Background: an optimization exercise with open tools, aiming at small area. Do not read the settings as production practice.
The RTL was checked by simulation tests, not by an equivalence proof against the original design.
Power figures rest on the tool's default switching activity, not on a simulated workload.

v6:
// armreduced
module armreduced(
	input clk,
	input reset,
	output[31:0] pc,
	input[31:0] inst,
	input nIRQ,
	output[3:0] be,
	output[31:0] memaddr,
	output memwrite,
	output memread,
	output[31:0] writedata,
	input[31:0] readdata
	);
Size: about 3,300 cells after synthesis, about 170 I/O pins, about 38,000 sq um of cells after synthesis.
export LEC_CHECK = 0
export CAP_MARGIN = 20
export CORE_MARGIN = 2
export CORE_UTILIZATION = 70
export CTS_BUF_LIST = sky130_fd_sc_hd__clkbuf_8
export CTS_CLUSTER_DIAMETER = 60
export CTS_CLUSTER_SIZE = 14
export PLACE_DENSITY = 0.78
export SLEW_MARGIN = 20
create_clock -name core_clock -period 20.0 [get_ports {clk}]
standard.sh (not shown) runs the stock make flow with config.mk's settings and CLKGATE_MAP_FILE= SYNTH_SCRIPT=/design/flow/synth_recipe.tcl, a recipe that flattens the netlist after the stock synthesis.
==> flow/flow/run.sh <==
#!/bin/bash
# Layout flow: the standard layout (standard.sh), with these changes:
#  - after the floorplan, OpenROAD's restructure remaps the combinational
#    logic for area (flow/restructure.tcl); registers are not touched,
#  - the port buffers that placement inserts are the smallest buffer (buf_1;
#    the resizer may still upsize them),
#  - clock tree synthesis inserts no dummy loads.
# Each tool's output goes to a log file of its own in this folder; each ORFS
# step also writes its own log under orfs/logs/.
set -euo pipefail
ARGS=(
  "BUFFER_PORTS_ARGS=-buffer_cell sky130_fd_sc_hd__buf_1"
  "CTS_ARGS=-sink_clustering_enable -repair_clock_nets -sink_clustering_size 14 -sink_clustering_max_diameter 60 -buf_list sky130_fd_sc_hd__clkbuf_8 -dont_use_dummy_load"
)
bash standard.sh "${ARGS[@]}" floorplan > flow_make_floorplan.log 2>&1
mkdir -p orfs/restructure
python3 flow/filterlib.py "$FLOW_HOME/platforms/sky130hd/lib/sky130_fd_sc_hd__tt_025C_1v80.lib" \
  orfs/restructure/lib_no_dont_use.lib > flow_filterlib.log 2>&1
openroad -no_init -exit flow/restructure.tcl > flow_restructure.log 2>&1
bash standard.sh "${ARGS[@]}" finish > flow_make_finish.log 2>&1
==> flow/flow/restructure.tcl <==
# Area recovery on the floorplan: OpenROAD's restructure remaps the
# combinational logic between registers and ports with ABC for area. The
# registers are left as the standard synthesis made them. The library given
# to ABC is the platform's without its don't-use cells.
set R orfs/results/sky130hd/armreduced/base
read_liberty $::env(FLOW_HOME)/platforms/sky130hd/lib/sky130_fd_sc_hd__tt_025C_1v80.lib
read_db $R/2_floorplan.odb
read_sdc $R/2_floorplan.sdc
source $::env(FLOW_HOME)/platforms/sky130hd/setRC.tcl
report_design_area
file mkdir orfs/restructure
restructure -target area -liberty_file orfs/restructure/lib_no_dont_use.lib \
  -tielo_port sky130_fd_sc_hd__conb_1/LO -tiehi_port sky130_fd_sc_hd__conb_1/HI \
  -work_dir orfs/restructure -abc_logfile orfs/restructure/abc.log
report_design_area
write_db $R/2_floorplan.odb
Other scripts of this flow, unchanged in this note and not shown: flow/flow/filterlib.py
v6: full flow OK, the timing, DRC and antenna checks passed
The inputs of v7 differ from those of v6 as listed below.
- a change of PLACE_DENSITY from 0.78 to 0.75
- a change of CORE_UTILIZATION from 70 to 65
- a change of CTS_CLUSTER_SIZE from 14 to 16
--- a/flow/flow/run.sh
+++ b/flow/flow/run.sh
@@ -2,5 +2,6 @@
 # Layout flow: the standard layout (standard.sh), with these changes:
 #  - after the floorplan, OpenROAD's restructure remaps the combinational
-#    logic for area (flow/restructure.tcl); registers are not touched,
+#    logic for area, four times over (flow/restructure.tcl); registers are
+#    not touched,
 #  - the port buffers that placement inserts are the smallest buffer (buf_1;
 #    the resizer may still upsize them),
@@ -11,5 +12,5 @@
 ARGS=(
   "BUFFER_PORTS_ARGS=-buffer_cell sky130_fd_sc_hd__buf_1"
-  "CTS_ARGS=-sink_clustering_enable -repair_clock_nets -sink_clustering_size 14 -sink_clustering_max_diameter 60 -buf_list sky130_fd_sc_hd__clkbuf_8 -dont_use_dummy_load"
+  "CTS_ARGS=-sink_clustering_enable -repair_clock_nets -sink_clustering_size 16 -sink_clustering_max_diameter 60 -buf_list sky130_fd_sc_hd__clkbuf_8 -dont_use_dummy_load"
 )
 bash standard.sh "${ARGS[@]}" floorplan > flow_make_floorplan.log 2>&1
--- a/flow/flow/restructure.tcl
+++ b/flow/flow/restructure.tcl
@@ -9,8 +9,19 @@
 source $::env(FLOW_HOME)/platforms/sky130hd/setRC.tcl
 report_design_area
-file mkdir orfs/restructure
-restructure -target area -liberty_file orfs/restructure/lib_no_dont_use.lib \
-  -tielo_port sky130_fd_sc_hd__conb_1/LO -tiehi_port sky130_fd_sc_hd__conb_1/HI \
-  -work_dir orfs/restructure -abc_logfile orfs/restructure/abc.log
+# four passes: each one remaps the result of the one before
+foreach pass {1 2 3 4} {
+  file mkdir orfs/restructure/pass$pass
+  restructure -target area -liberty_file orfs/restructure/lib_no_dont_use.lib \
+    -tielo_port sky130_fd_sc_hd__conb_1/LO -tiehi_port sky130_fd_sc_hd__conb_1/HI \
+    -work_dir orfs/restructure/pass$pass -abc_logfile orfs/restructure/pass$pass/abc.log
+  report_design_area
+  # the next pass makes its tie cells under the same names: rename these
+  foreach inst [[ord::get_db_block] getInsts] {
+    set name [$inst getName]
+    if {[string match "rmp_const_*" $name]} {
+      $inst rename "rmp_p${pass}_[string range $name 4 end]"
+    }
+  }
+}
 report_design_area
 write_db $R/2_floorplan.odb
[summary]
Per the comparison of v7 with v6, instance count on the critical path now smaller; area growth from synthesis to final layout down 0.38 points; final critical-path share of the clock period +2.5 points; power consumption now smaller; number of well taps rose 77.
The multi-input combinational cell area on v7 is in line with that on v6.

[what the ideal ports hide]
No port has a modelled driver above. Below, the same layouts with a new extraction and two added sets of constraints.
Step 1 assumes that a clkbuf_16 drives the clock port and a buf_2 every other input.
Step 2, shift: input delay + t, output delay - t, t = (earliest + latest rising clock arrival at the registers) / 2. This alone moves slack from input paths to output paths.
a / b / c = no drivers / after step 1 / after step 2; a / b = the first two.
run | t (ns) | setup WS [ns] | worst data-port slew with drivers (ns)
v6 | 0.755 | 6.313 / 6.313 / 6.313 | 0.06
v7 | 0.808 | 5.807 / 5.807 / 5.807 | 0.04
After both steps every run listed still meets setup and hold.
